Source: an optimization exercise on an open RTL-to-GDS flow (aim: small area). Production flows keep margins and buffers that such runs may drop.
RTL that was checked went through simulation tests only; none was proved equivalent to the original.
The clock port is modelled as an ideal driver; clocking choices that lean on that would not hold on a real chip.
Power figures rest on the tool's default switching activity, not on a simulated workload.

## branch quartz
==> module hexapod, before the edit <==
module hexapod(
    input CLK,
    input rst,
    output zu11,
    output zu12,
    output zu13,
    output zu21,
    output zu22,
    output zu23,
    output zu31,
    output zu32,
    output zu33,
    output zu41,
    output zu42,
    output zu43,
    output zu51,
    output zu52,
    output zu53,
    output zu61,
    output zu62,
    output zu63,
    output [2:0] servo_en
    );
reg [7:0]  P;
reg [6:0]  L;
reg [5:0]  H;
reg [3:0]  c;
reg        d;
reg        h;
wire       nr = d | ~(c[3] & c[2]);
wire p_end = ~P[6] & P[5] & P[4] & ~P[3] & ~P[2] & P[1] & P[0];
wire l_end = L[6] & L[5] & L[4] & L[3] & L[2];                   
wire h_end = H[5] & H[2] & H[1] & H[0];                          
wire b_end = p_end & l_end;
wire g_adv = b_end & h_end;
wire c_top = ~d & c[3] & ~c[2] & c[1] & c[0];                    
always @ (posedge CLK or posedge rst)
begin
	if (rst)
	begin
		P  <= 8'd206;
		L  <= 7'd63;
		H  <= 6'd0;
		c  <= 4'd15;
		d  <= 1'b0;
		h  <= 1'b0;
	end
	else
	begin
		P <= {P[6:0], P[7] ^ P[2] ^ p_end};
		if (p_end)
		begin
			if (l_end)
				L <= 7'd0;
			else
				L <= L + 7'd1;
		end
		if (b_end)
		begin
			if (h_end)
				H <= 6'd0;
			else
				H <= H + 6'd1;
		end
		if (g_adv)
		begin
			if (c_top)
			begin
				c[3] <= 1'b0;                    
				d    <= 1'b1;
			end
			else
			begin
				c <= c + 4'd1;
				if (d & (&c))                    
				begin
					d  <= 1'b0;
					h  <= ~h;
				end
			end
		end
	end
end
wire       grp = ~|H[5:2];
wire       blk = H[1] & H[0];
wire       z  = grp & (blk | H[1] | H[0] | L[6]);
wire       bw = ~blk;
wire       lo = ~L[6];
wire [5:0] e  = L[5:0] ^ {6{~L[6]}};             
wire [3:0] qh = c ^ {4{d}};
wire [4:0] q = {qh, nr};
wire lt1  = nr & (e < {1'b0, q});
wire lt2  = nr & (e < {q, 1'b0});
wire lt25 = e < 6'd25;
wire sel  = ~(h ^ d);                            
wire cu = sel ? lt1 : lt25;
wire cv = sel ? lt25 : lt1;
wire pa, pd, wb, wc, we, wf;
guanjie jb(.z(z), .bw(bw), .lo(lo), .lt(cu),  .pos(wb), .neg(wc));
guanjie je(.z(z), .bw(bw), .lo(lo), .lt(cv),  .pos(we), .neg(wf));
guanjie ja(.z(z), .bw(bw), .lo(lo), .lt(lt2), .pos(pa), .neg(pd));
wire wa = h ? pa : pd;
wire wd = h ? pd : pa;
assign zu11 = wa;
assign zu41 = wa;
assign zu31 = wa;
assign zu61 = wa;
assign zu21 = wd;
assign zu51 = wd;
assign zu12 = wb;
assign zu32 = wb;
assign zu53 = wb;
assign zu13 = wc;
assign zu33 = wc;
assign zu52 = wc;
assign zu22 = we;
assign zu43 = we;
assign zu63 = we;
assign zu23 = wf;
assign zu42 = wf;
assign zu62 = wf;
assign servo_en = 3'b111;
endmodule
==> flow/config.mk <==
export PLATFORM = sky130hd
export DESIGN_NAME = hexapod
export DESIGN_NICKNAME = hexapod
export VERILOG_FILES = /design/flow/design.v
export SDC_FILE = /design/flow/constraint.sdc
export NUM_CORES = 4
export LEC_CHECK = 0
export CAP_MARGIN = 20
export CORE_MARGIN = 2
export CORE_UTILIZATION = 65
export SLEW_MARGIN = 20
==> flow/constraint.sdc <==
create_clock -name core_clock -period 20.0 [get_ports {CLK}]
set_input_delay 4.0000 -clock core_clock [delete_from_list [all_inputs] [get_ports {CLK}]]
set_output_delay 4.0000 -clock core_clock [all_outputs]
set_load 0.01 [all_outputs]
standard.sh (not shown) runs the stock make flow with config.mk's settings and CLKGATE_MAP_FILE= SYNTH_SCRIPT=/design/flow/synth_recipe.tcl, a recipe that flattens the netlist after the stock synthesis.
==> flow/flow/run.sh <==
#!/bin/bash
# The standard layout (standard.sh, ORFS) with changes aimed at cell
# area: 1x port buffers; before CTS, logic cells moved to their smallest
# drive strength and the clock sinks split over three buffers fed by the
# clock port (TritonCTS then skips those nets). Each tool's output is in
# flow.log and orfs/logs/.
export BUFFER_PORTS_ARGS="-buffer_cell sky130_fd_sc_hd__buf_1"
export CTS_ARGS="-sink_clustering_enable -dont_use_dummy_load"
export PRE_CTS_TCL=$PWD/flow/pre_cts.tcl
bash standard.sh > flow.log 2>&1
Other scripts of this flow, unchanged in this note and not shown: flow/flow/clkbuf.tcl, flow/flow/downsize.tcl, flow/flow/pre_cts.tcl
## Diff of input files: branch garnet against branch quartz
--- a/flow/design.v
+++ b/flow/design.v
@@ -35,31 +35,32 @@
     output [2:0] servo_en
     );
 reg [7:0]  P;
 reg [6:0]  L;
 reg [5:0]  H;
 reg [3:0]  c;
+reg        nr;
 reg        d;
 reg        h;
-wire       nr = d | ~(c[3] & c[2]);
 wire p_end = ~P[6] & P[5] & P[4] & ~P[3] & ~P[2] & P[1] & P[0];
 wire l_end = L[6] & L[5] & L[4] & L[3] & L[2];                   
 wire h_end = H[5] & H[2] & H[1] & H[0];                          
 wire b_end = p_end & l_end;
 wire g_adv = b_end & h_end;
-wire c_top = ~d & c[3] & ~c[2] & c[1] & c[0];                    
+wire c_top = ~d & c[3] & c[1] & c[0];                             
 always @ (posedge CLK or posedge rst)
 begin
 	if (rst)
 	begin
 		P  <= 8'd206;
 		L  <= 7'd63;
 		H  <= 6'd0;
 		c  <= 4'd15;
-		d  <= 1'b0;
-		h  <= 1'b0;
+		nr <= 1'b0;
+		d  <= 1'b1;
+		h  <= 1'b1;
 	end
 	else
 	begin
 		P <= {P[6:0], P[7] ^ P[2] ^ p_end};
 		if (p_end)
 		begin
@@ -86,12 +87,13 @@
 			begin
 				c <= c + 4'd1;
 				if (d & (&c))                    
 				begin
 					d  <= 1'b0;
 					h  <= ~h;
+					nr <= 1'b1;
 				end
 			end
 		end
 	end
 end
 wire       grp = ~|H[5:2];
@@ -99,14 +101,14 @@
 wire       z  = grp & (blk | H[1] | H[0] | L[6]);
 wire       bw = ~blk;
 wire       lo = ~L[6];
 wire [5:0] e  = L[5:0] ^ {6{~L[6]}};             
 wire [3:0] qh = c ^ {4{d}};
 wire [4:0] q = {qh, nr};
-wire lt1  = nr & (e < {1'b0, q});
-wire lt2  = nr & (e < {q, 1'b0});
+wire lt1  = e < {1'b0, q};
+wire lt2  = e < {q, 1'b0};
 wire lt25 = e < 6'd25;
 wire sel  = ~(h ^ d);                            
 wire cu = sel ? lt1 : lt25;
 wire cv = sel ? lt25 : lt1;
 wire pa, pd, wb, wc, we, wf;
 guanjie jb(.z(z), .bw(bw), .lo(lo), .lt(cu),  .pos(wb), .neg(wc));
==> comparison <==
- Power share of the clock group essentially unchanged between branch garnet and branch quartz.
- The clock latency reported for the late side of the worst-skew pair of branch garnet and that of branch quartz are within noise of each other.
- branch garnet vs branch quartz — synthesized area dropped 3.9%.
- Comparing branch garnet and branch quartz, total power is lower on branch quartz.
- On final clock period utilization by the worst path: between branch garnet and branch quartz, it ends up higher for branch quartz.
For branch quartz, only the layout was checked, not whether the RTL still works.


hexapod with an RTL version that a note above also has.
Size in the first run: about 190 cells after synthesis, roughly 28 flip-flops, roughly 23 I/O pins, roughly 1800 um2 of cells after synthesis.
==> module hexapod, before the edit <==
module hexapod(
    input CLK,
    input rst,
    output zu11,
    output zu12,
    output zu13,
    output zu21,
    output zu22,
    output zu23,
    output zu31,
    output zu32,
    output zu33,
    output zu41,
    output zu42,
    output zu43,
    output zu51,
    output zu52,
    output zu53,
    output zu61,
    output zu62,
    output zu63,
    output [2:0] servo_en
    );
reg [7:0]  P;
reg [6:0]  L;
reg [5:0]  H;
reg [3:0]  c;
reg        nr;
reg        d;
reg        h;
wire p_end = ~P[6] & P[5] & P[4] & ~P[3] & ~P[2] & P[1] & P[0];
wire l_end = L[6] & L[5] & L[4] & L[3] & L[2];                   
wire h_end = H[5] & H[2] & H[1] & H[0];                          
wire b_end = p_end & l_end;
wire g_adv = b_end & h_end;
wire c_top = ~d & c[3] & c[1] & c[0];                             
always @ (posedge CLK or posedge rst)
begin
	if (rst)
	begin
		P  <= 8'd206;
		L  <= 7'd63;
		H  <= 6'd0;
		c  <= 4'd15;
		nr <= 1'b0;
		d  <= 1'b1;
		h  <= 1'b1;
	end
	else
	begin
		P <= {P[6:0], P[7] ^ P[2] ^ p_end};
		if (p_end)
		begin
			if (l_end)
				L <= 7'd0;
			else
				L <= L + 7'd1;
		end
		if (b_end)
		begin
			if (h_end)
				H <= 6'd0;
			else
				H <= H + 6'd1;
		end
		if (g_adv)
		begin
			if (c_top)
			begin
				c[3] <= 1'b0;                    
				d    <= 1'b1;
			end
			else
			begin
				c <= c + 4'd1;
				if (d & (&c))                    
				begin
					d  <= 1'b0;
					h  <= ~h;
					nr <= 1'b1;
				end
			end
		end
	end
end
wire       grp = ~|H[5:2];
wire       blk = H[1] & H[0];
wire       z  = grp & (blk | H[1] | H[0] | L[6]);
wire       bw = ~blk;
wire       lo = ~L[6];
wire [5:0] e  = L[5:0] ^ {6{~L[6]}};             
wire [3:0] qh = c ^ {4{d}};
wire [4:0] q = {qh, nr};
wire lt1  = e < {1'b0, q};
wire lt2  = e < {q, 1'b0};
wire lt25 = e < 6'd25;
wire sel  = ~(h ^ d);                            
wire cu = sel ? lt1 : lt25;
wire cv = sel ? lt25 : lt1;
wire pa, pd, wb, wc, we, wf;
guanjie jb(.z(z), .bw(bw), .lo(lo), .lt(cu),  .pos(wb), .neg(wc));
guanjie je(.z(z), .bw(bw), .lo(lo), .lt(cv),  .pos(we), .neg(wf));
guanjie ja(.z(z), .bw(bw), .lo(lo), .lt(lt2), .pos(pa), .neg(pd));
wire wa = h ? pa : pd;
wire wd = h ? pd : pa;
assign zu11 = wa;
assign zu41 = wa;
assign zu31 = wa;
assign zu61 = wa;
assign zu21 = wd;
assign zu51 = wd;
assign zu12 = wb;
assign zu32 = wb;
assign zu53 = wb;
assign zu13 = wc;
assign zu33 = wc;
assign zu52 = wc;
assign zu22 = we;
assign zu43 = we;
assign zu63 = we;
assign zu23 = wf;
assign zu42 = wf;
assign zu62 = wf;
assign servo_en = 3'b111;
endmodule
Settings: LEC_CHECK=0, CAP_MARGIN=20, CORE_MARGIN=2, CORE_UTILIZATION=65, SLEW_MARGIN=20; clock period 20.0 ns.
Scripts as last shown in full above: flow/flow/run.sh
Other scripts of this flow, unchanged in this note and not shown: flow/flow/clkbuf.tcl, flow/flow/downsize.tcl, flow/flow/pre_cts.tcl
Then changed:
--- a/flow/design.v
+++ b/flow/design.v
@@ -37,28 +37,27 @@
 reg [7:0]  P;
 reg [6:0]  L;
 reg [5:0]  H;
 reg [3:0]  c;
-reg        nr;
 reg        d;
 reg        h;
+wire       nr = d | ~(c[3] & c[2]);
 wire p_end = ~P[6] & P[5] & P[4] & ~P[3] & ~P[2] & P[1] & P[0];
 wire l_end = L[6] & L[5] & L[4] & L[3] & L[2];                   
 wire h_end = H[5] & H[2] & H[1] & H[0];                          
 wire b_end = p_end & l_end;
 wire g_adv = b_end & h_end;
-wire c_top = ~d & c[3] & c[1] & c[0];                             
+wire c_top = ~d & c[3] & ~c[2] & c[1] & c[0];                    
 always @ (posedge CLK or posedge rst)
 begin
 	if (rst)
 	begin
 		P  <= 8'd206;
 		L  <= 7'd63;
 		H  <= 6'd0;
 		c  <= 4'd15;
-		nr <= 1'b0;
-		d  <= 1'b1;
-		h  <= 1'b1;
+		d  <= 1'b0;
+		h  <= 1'b0;
 	end
 	else
 	begin
 		P <= {P[6:0], P[7] ^ P[2] ^ p_end};
@@ -89,9 +88,8 @@
 				if (d & (&c))                    
 				begin
 					d  <= 1'b0;
 					h  <= ~h;
-					nr <= 1'b1;
 				end
 			end
 		end
 	end
@@ -103,10 +101,10 @@
 wire       lo = ~L[6];
 wire [5:0] e  = L[5:0] ^ {6{~L[6]}};             
 wire [3:0] qh = c ^ {4{d}};
 wire [4:0] q = {qh, nr};
-wire lt1  = e < {1'b0, q};
-wire lt2  = e < {q, 1'b0};
+wire lt1  = nr & (e < {1'b0, q});
+wire lt2  = nr & (e < {q, 1'b0});
 wire lt25 = e < 6'd25;
 wire sel  = ~(h ^ d);                            
 wire cu = sel ? lt1 : lt25;
 wire cv = sel ? lt25 : lt1;
The changed run completed without violations.
Global-route usage drops by 0.23 points.
Routed wire length fell by 2.4%.
Worst setup slack got worse by 0.10 ns.
Final area grows by 0.35%.
Sequential power goes down by 3.7%.
Total power goes down by 3.7%.
Maximum frequency is lower by 1.5%.
Combinational power goes down by 22%.
Clock skew drops by 0.0052 ns.
Sequential cell count fell by 1.
Core utilization came out lower by 0.91 points.
Area after synthesis rises by 4.0%.
Register-to-register slack hardly moves.
Function not checked in the second run of this note: the RTL went through the layout flow alone.


The RTL this note starts from:
==> flow/design.v <==
`timescale 1ns / 1ps
module guanjie(
    input z,
    input bw,
    input lo,
    input lt,
    output pos,
    output neg
    );
assign pos = z & (bw | lo | lt);
assign neg = z & (bw | (lo & ~lt));
endmodule
`timescale 1ns / 1ps
module hexapod(
    input CLK,
    input rst,
    output zu11,
    output zu12,
    output zu13,
    output zu21,
    output zu22,
    output zu23,
    output zu31,
    output zu32,
    output zu33,
    output zu41,
    output zu42,
    output zu43,
    output zu51,
    output zu52,
    output zu53,
    output zu61,
    output zu62,
    output zu63,
    output [2:0] servo_en
    );
reg [7:0]  P;
reg [6:0]  Lr;
reg [5:0]  Hr;
wire [6:0] L = Lr ^ 7'd63;
wire [5:0] H = Hr ^ 6'd60;
reg [3:0]  qr;                                   
wire [3:0] qh = ~qr;
reg        d;
reg        h;
wire       nr = d | ~(qh[3] & qh[2]);
wire p_end = ~P[6] & ~P[5] & P[4] & P[3] & ~P[2] & ~P[1] & P[0];
wire [7:0] lc;                                   
assign lc[0] = p_end;
genvar i;
generate
	for (i = 0; i < 7; i = i + 1) begin : lcar
		assign lc[i+1] = lc[i] & L[i];
	end
endgenerate
wire       l_wrap = lc[7];
wire [6:0] lt = {lc[6:2], lc[1:0] & {2{~l_wrap}}};
wire [6:0] hc;
assign hc[0] = l_wrap;
generate
	for (i = 0; i < 6; i = i + 1) begin : hcar
		assign hc[i+1] = hc[i] & H[i];
	end
endgenerate
wire       g_adv = hc[6];
wire [5:0] ht = {hc[5], hc[4:3] & {2{~g_adv}}, hc[2:0]};
wire       q_top = ~d & qh[3] & ~qh[2] & qh[1] & qh[0];    
wire       q_bot = d & ~|qh;                              
wire [4:0] qc;
assign qc[0] = g_adv & ~q_bot;
generate
	for (i = 0; i < 4; i = i + 1) begin : qcar
		assign qc[i+1] = qc[i] & (qh[i] ^ d);
	end
endgenerate
wire [3:0] qt = qc[3:0];
wire       dt = g_adv & (q_top | q_bot);
wire       ht_ = g_adv & q_bot;
always @ (posedge CLK or posedge rst)
begin
	if (rst)
	begin
		P <= 8'd132;
		Lr <= 7'd0;
		Hr <= 6'd0;
		qr <= 4'd0;
		d <= 1'b0;
		h <= 1'b0;
	end
	else
	begin
		P <= {P[6:0], ~(P[7] ^ P[4]) ^ p_end};
		Lr <= Lr ^ lt;
		Hr <= Hr ^ ht;
		qr <= qr ^ qt;
		d <= d ^ dt;
		h <= h ^ ht_;
	end
end
wire       grp = H[5] & H[4] & H[3] & H[2];
wire       blk = H[1] & H[0];
wire       z  = grp & (blk | H[1] | H[0] | L[6]);
wire       bw = ~blk;
wire       lo = ~L[6];
wire [5:0] e  = L[5:0] ^ {6{~L[6]}};             
wire [4:0] q = {qh, nr};
wire lt1  = nr & (e < {1'b0, q});
wire lt2  = nr & (e < {q, 1'b0});
wire lt25 = e < 6'd25;
wire sel  = ~(h ^ d);                            
wire cu = sel ? lt1 : lt25;
wire cv = sel ? lt25 : lt1;
wire pa, pd, wb, wc, we, wf;
guanjie jb(.z(z), .bw(bw), .lo(lo), .lt(cu),  .pos(wb), .neg(wc));
guanjie je(.z(z), .bw(bw), .lo(lo), .lt(cv),  .pos(we), .neg(wf));
guanjie ja(.z(z), .bw(bw), .lo(lo), .lt(lt2), .pos(pa), .neg(pd));
wire wa = h ? pa : pd;
wire wd = h ? pd : pa;
assign zu11 = wa;
assign zu41 = wa;
assign zu31 = wa;
assign zu61 = wa;
assign zu21 = wd;
assign zu51 = wd;
assign zu12 = wb;
assign zu32 = wb;
assign zu53 = wb;
assign zu13 = wc;
assign zu33 = wc;
assign zu52 = wc;
assign zu22 = we;
assign zu43 = we;
assign zu63 = we;
assign zu23 = wf;
assign zu42 = wf;
assign zu62 = wf;
assign servo_en = 3'b111;
endmodule
export LEC_CHECK = 0
export CAP_MARGIN = 20
export CORE_AREA = 2 2 60 60
export DIE_AREA = 0 0 62 62
export SLEW_MARGIN = 20
create_clock -name core_clock -period 20.0 [get_ports {CLK}]
==> flow/flow/run.sh <==
#!/bin/bash
# The standard layout (standard.sh, ORFS) with changes aimed at cell
# area:
#  1. after the standard synthesis, its combinational logic is mapped again
#     by ABC with an area script (resyn.tcl, area.abc; three rounds of four
#     seeds, the smallest kept); flip-flops and tie cells keep their
#     instances, names and types;
#  2. 1x port buffers;
#  3. before CTS, logic cells moved to their smallest drive strength and the
#     clock sinks split over three buffers fed by the clock port (TritonCTS
#     then skips those nets).
# Each tool's output is in flow_synth.log, flow.log, resyn_*.log and
# orfs/logs/.
set -euo pipefail
export BUFFER_PORTS_ARGS="-buffer_cell sky130_fd_sc_hd__buf_1"
export CTS_ARGS="-sink_clustering_enable -dont_use_dummy_load"
export PRE_CTS_TCL=$PWD/flow/pre_cts.tcl
bash standard.sh synth > flow_synth.log 2>&1
R=$PWD/orfs/results/$FLOW_PLATFORM/hexapod/base
P=$FLOW_HOME/platforms/$FLOW_PLATFORM
cp $R/1_2_yosys.v $R/1_2_yosys_standard.v
export RESYN_LIB=$P/lib/sky130_fd_sc_hd__tt_025C_1v80.lib
export RESYN_KEEP="$(grep -o 'sky130_fd_sc_hd__df[a-z0-9_]*\|sky130_fd_sc_hd__conb_1' $R/1_2_yosys_standard.v | sort -u | tr '\n' ' ')"
export RESYN_DONT_USE="$(sed -n '/DONT_USE_CELLS += /,/^$/p' $P/config.mk | grep -o 'sky130_fd_sc_hd__[a-z0-9_]*' | tr '\n' ' ')"
YOSYS=$(dirname $FLOW_HOME)/tools/install/yosys/bin/yosys
# Three rounds of four ABC runs with different seeds; each round starts
# from the smallest result so far. The smallest result of all
# is used.
resyn_round() {  # $1: input netlist, $2: first seed, $3: round name
  for k in 0 1 2 3; do
    local seed=$(($2 + k))
    sed "s/&deepsyn -T 30/\&deepsyn -T 40 -S $seed/" flow/area.abc > area_$3_$seed.abc
    RESYN_IN=$1 RESYN_SCRIPT=$PWD/area_$3_$seed.abc RESYN_OUT=$R/1_2_yosys_$3_$seed.v \
      $YOSYS -c flow/resyn.tcl > resyn_$3_$seed.log 2>&1 &
  done
  wait
  for k in 0 1 2 3; do
    local seed=$(($2 + k))
    local a=$(grep "Chip area for top module" resyn_$3_$seed.log | grep -o "[0-9.]*$" || true)
    echo "$3 seed $seed: $a" >> resyn_pick.log
    [[ -n "$a" ]] || continue
    if [[ -z "$best" ]] || awk -v a="$a" -v b="$barea" 'BEGIN { exit !(a < b) }'; then
      best=$R/1_2_yosys_$3_$seed.v; barea=$a
    fi
  done
  # keep the top module only
  awk '/^module hexapod\(/{p=1} p{print} p&&/^endmodule/{p=0}' $best > $R/1_2_yosys_best.v
  echo "best so far: $best $barea" >> resyn_pick.log
}
best=""; barea=""
resyn_round $R/1_2_yosys_standard.v 1 r1
cp $R/1_2_yosys_best.v $R/1_2_yosys_r1best.v
resyn_round $R/1_2_yosys_r1best.v 5 r2
cp $R/1_2_yosys_best.v $R/1_2_yosys_r2best.v
resyn_round $R/1_2_yosys_r2best.v 9 r3
cp $R/1_2_yosys_best.v $R/1_2_yosys.v
touch $R/1_2_yosys.v
bash standard.sh finish > flow.log 2>&1
Other scripts of this flow, unchanged in this note and not shown: flow/flow/area.abc, flow/flow/clkbuf.tcl, flow/flow/downsize.tcl, flow/flow/pre_cts.tcl, flow/flow/resyn.tcl, flow/flow/tie.tcl
The baseline produced a clean layout.
Next try:
--- a/flow/design.v
+++ b/flow/design.v
@@ -38,13 +38,13 @@
 reg [6:0]  Lr;
 reg [5:0]  Hr;
 wire [6:0] L = Lr ^ 7'd63;
 wire [5:0] H = Hr ^ 6'd60;
-reg [3:0]  qr;                                   
-wire [3:0] qh = ~qr;
+reg [3:0]  cr;
+wire [3:0] c = ~cr;
 reg        d;
 reg        h;
-wire       nr = d | ~(qh[3] & qh[2]);
+wire       nr = d | ~(c[3] & c[2]);
 wire p_end = ~P[6] & ~P[5] & P[4] & P[3] & ~P[2] & ~P[1] & P[0];
 wire [7:0] lc;                                   
 assign lc[0] = p_end;
 genvar i;
@@ -63,37 +63,36 @@
 	end
 endgenerate
 wire       g_adv = hc[6];
 wire [5:0] ht = {hc[5], hc[4:3] & {2{~g_adv}}, hc[2:0]};
-wire       q_top = ~d & qh[3] & ~qh[2] & qh[1] & qh[0];    
-wire       q_bot = d & ~|qh;                              
-wire [4:0] qc;
-assign qc[0] = g_adv & ~q_bot;
+wire       c_top = ~d & c[3] & ~c[2] & c[1] & c[0];
+wire [4:0] cc;
+assign cc[0] = g_adv;
 generate
-	for (i = 0; i < 4; i = i + 1) begin : qcar
-		assign qc[i+1] = qc[i] & (qh[i] ^ d);
+	for (i = 0; i < 4; i = i + 1) begin : ccar
+		assign cc[i+1] = cc[i] & c[i];
 	end
 endgenerate
-wire [3:0] qt = qc[3:0];
-wire       dt = g_adv & (q_top | q_bot);
-wire       ht_ = g_adv & q_bot;
+wire [3:0] ct = {cc[3] | (g_adv & c_top), cc[2:0] & {3{~c_top}}};
+wire       dt = (g_adv & c_top) | (cc[4] & d);
+wire       ht_ = cc[4] & d;
 always @ (posedge CLK or posedge rst)
 begin
 	if (rst)
 	begin
 		P <= 8'd132;
 		Lr <= 7'd0;
 		Hr <= 6'd0;
-		qr <= 4'd0;
+		cr <= 4'd0;
 		d <= 1'b0;
 		h <= 1'b0;
 	end
 	else
 	begin
 		P <= {P[6:0], ~(P[7] ^ P[4]) ^ p_end};
 		Lr <= Lr ^ lt;
 		Hr <= Hr ^ ht;
-		qr <= qr ^ qt;
+		cr <= cr ^ ct;
 		d <= d ^ dt;
 		h <= h ^ ht_;
 	end
 end
@@ -102,8 +101,9 @@
 wire       z  = grp & (blk | H[1] | H[0] | L[6]);
 wire       bw = ~blk;
 wire       lo = ~L[6];
 wire [5:0] e  = L[5:0] ^ {6{~L[6]}};             
+wire [3:0] qh = c ^ {4{d}};
 wire [4:0] q = {qh, nr};
 wire lt1  = nr & (e < {1'b0, q});
 wire lt2  = nr & (e < {q, 1'b0});
 wire lt25 = e < 6'd25;
=> Worst setup slack loses 0.25 ns. Via count came out lower by a little under a tenth. Routed wire length goes down by roughly a tenth. Critical path depth grows by 2. Hold slack barely changes. Synthesized area came out lower slightly. Register-to-register slack loses 0.19 ns. Die area does not change. First-iteration DRC count goes down by a quarter to a third. Combinational power barely changes.
Only the layout flow was run in the first run of this note; the RTL was not checked for function there.

afterwards: timing with drivers on the ports:
Ports are ideal in the flow. The routed layouts listed here were re-timed in OpenROAD. Step 1 assumes that a clkbuf_16 drives the clock port and a buf_2 every other input. Step 2, shift: input delay + t, output delay - t, t = (earliest + latest rising clock arrival at the registers) / 2. This alone moves slack from input paths to output paths. Three values: ideal, step 1, step 2; two values: the first two.
run	shift t [ns]	setup slack, ns	hold slack, ns	slew at the worst register clock pin (ns)
branch quartz	0.408	13.105 / 13.085 / 13.494	0.373 / 0.373 / 0.373	0.10 / 0.10
branch garnet	0.417	13.179 / 13.159 / 13.576	0.374 / 0.374 / 0.374	0.11 / 0.11
the first run of note 2	0.168	13.445 / 13.411 / 13.579	0.373 / 0.373 / 0.373	0.11 / 0.11
the second run of note 2	0.163	13.344 / 13.310 / 13.473	0.373 / 0.373 / 0.373	0.10 / 0.10
the first run of note 3	0.164	13.647 / 13.613 / 13.777	0.369 / 0.370 / 0.370	0.10 / 0.10
the second run of note 3	0.158	13.402 / 13.368 / 13.526	0.369 / 0.369 / 0.369	0.09 / 0.09
After both steps every run listed still meets setup and hold.
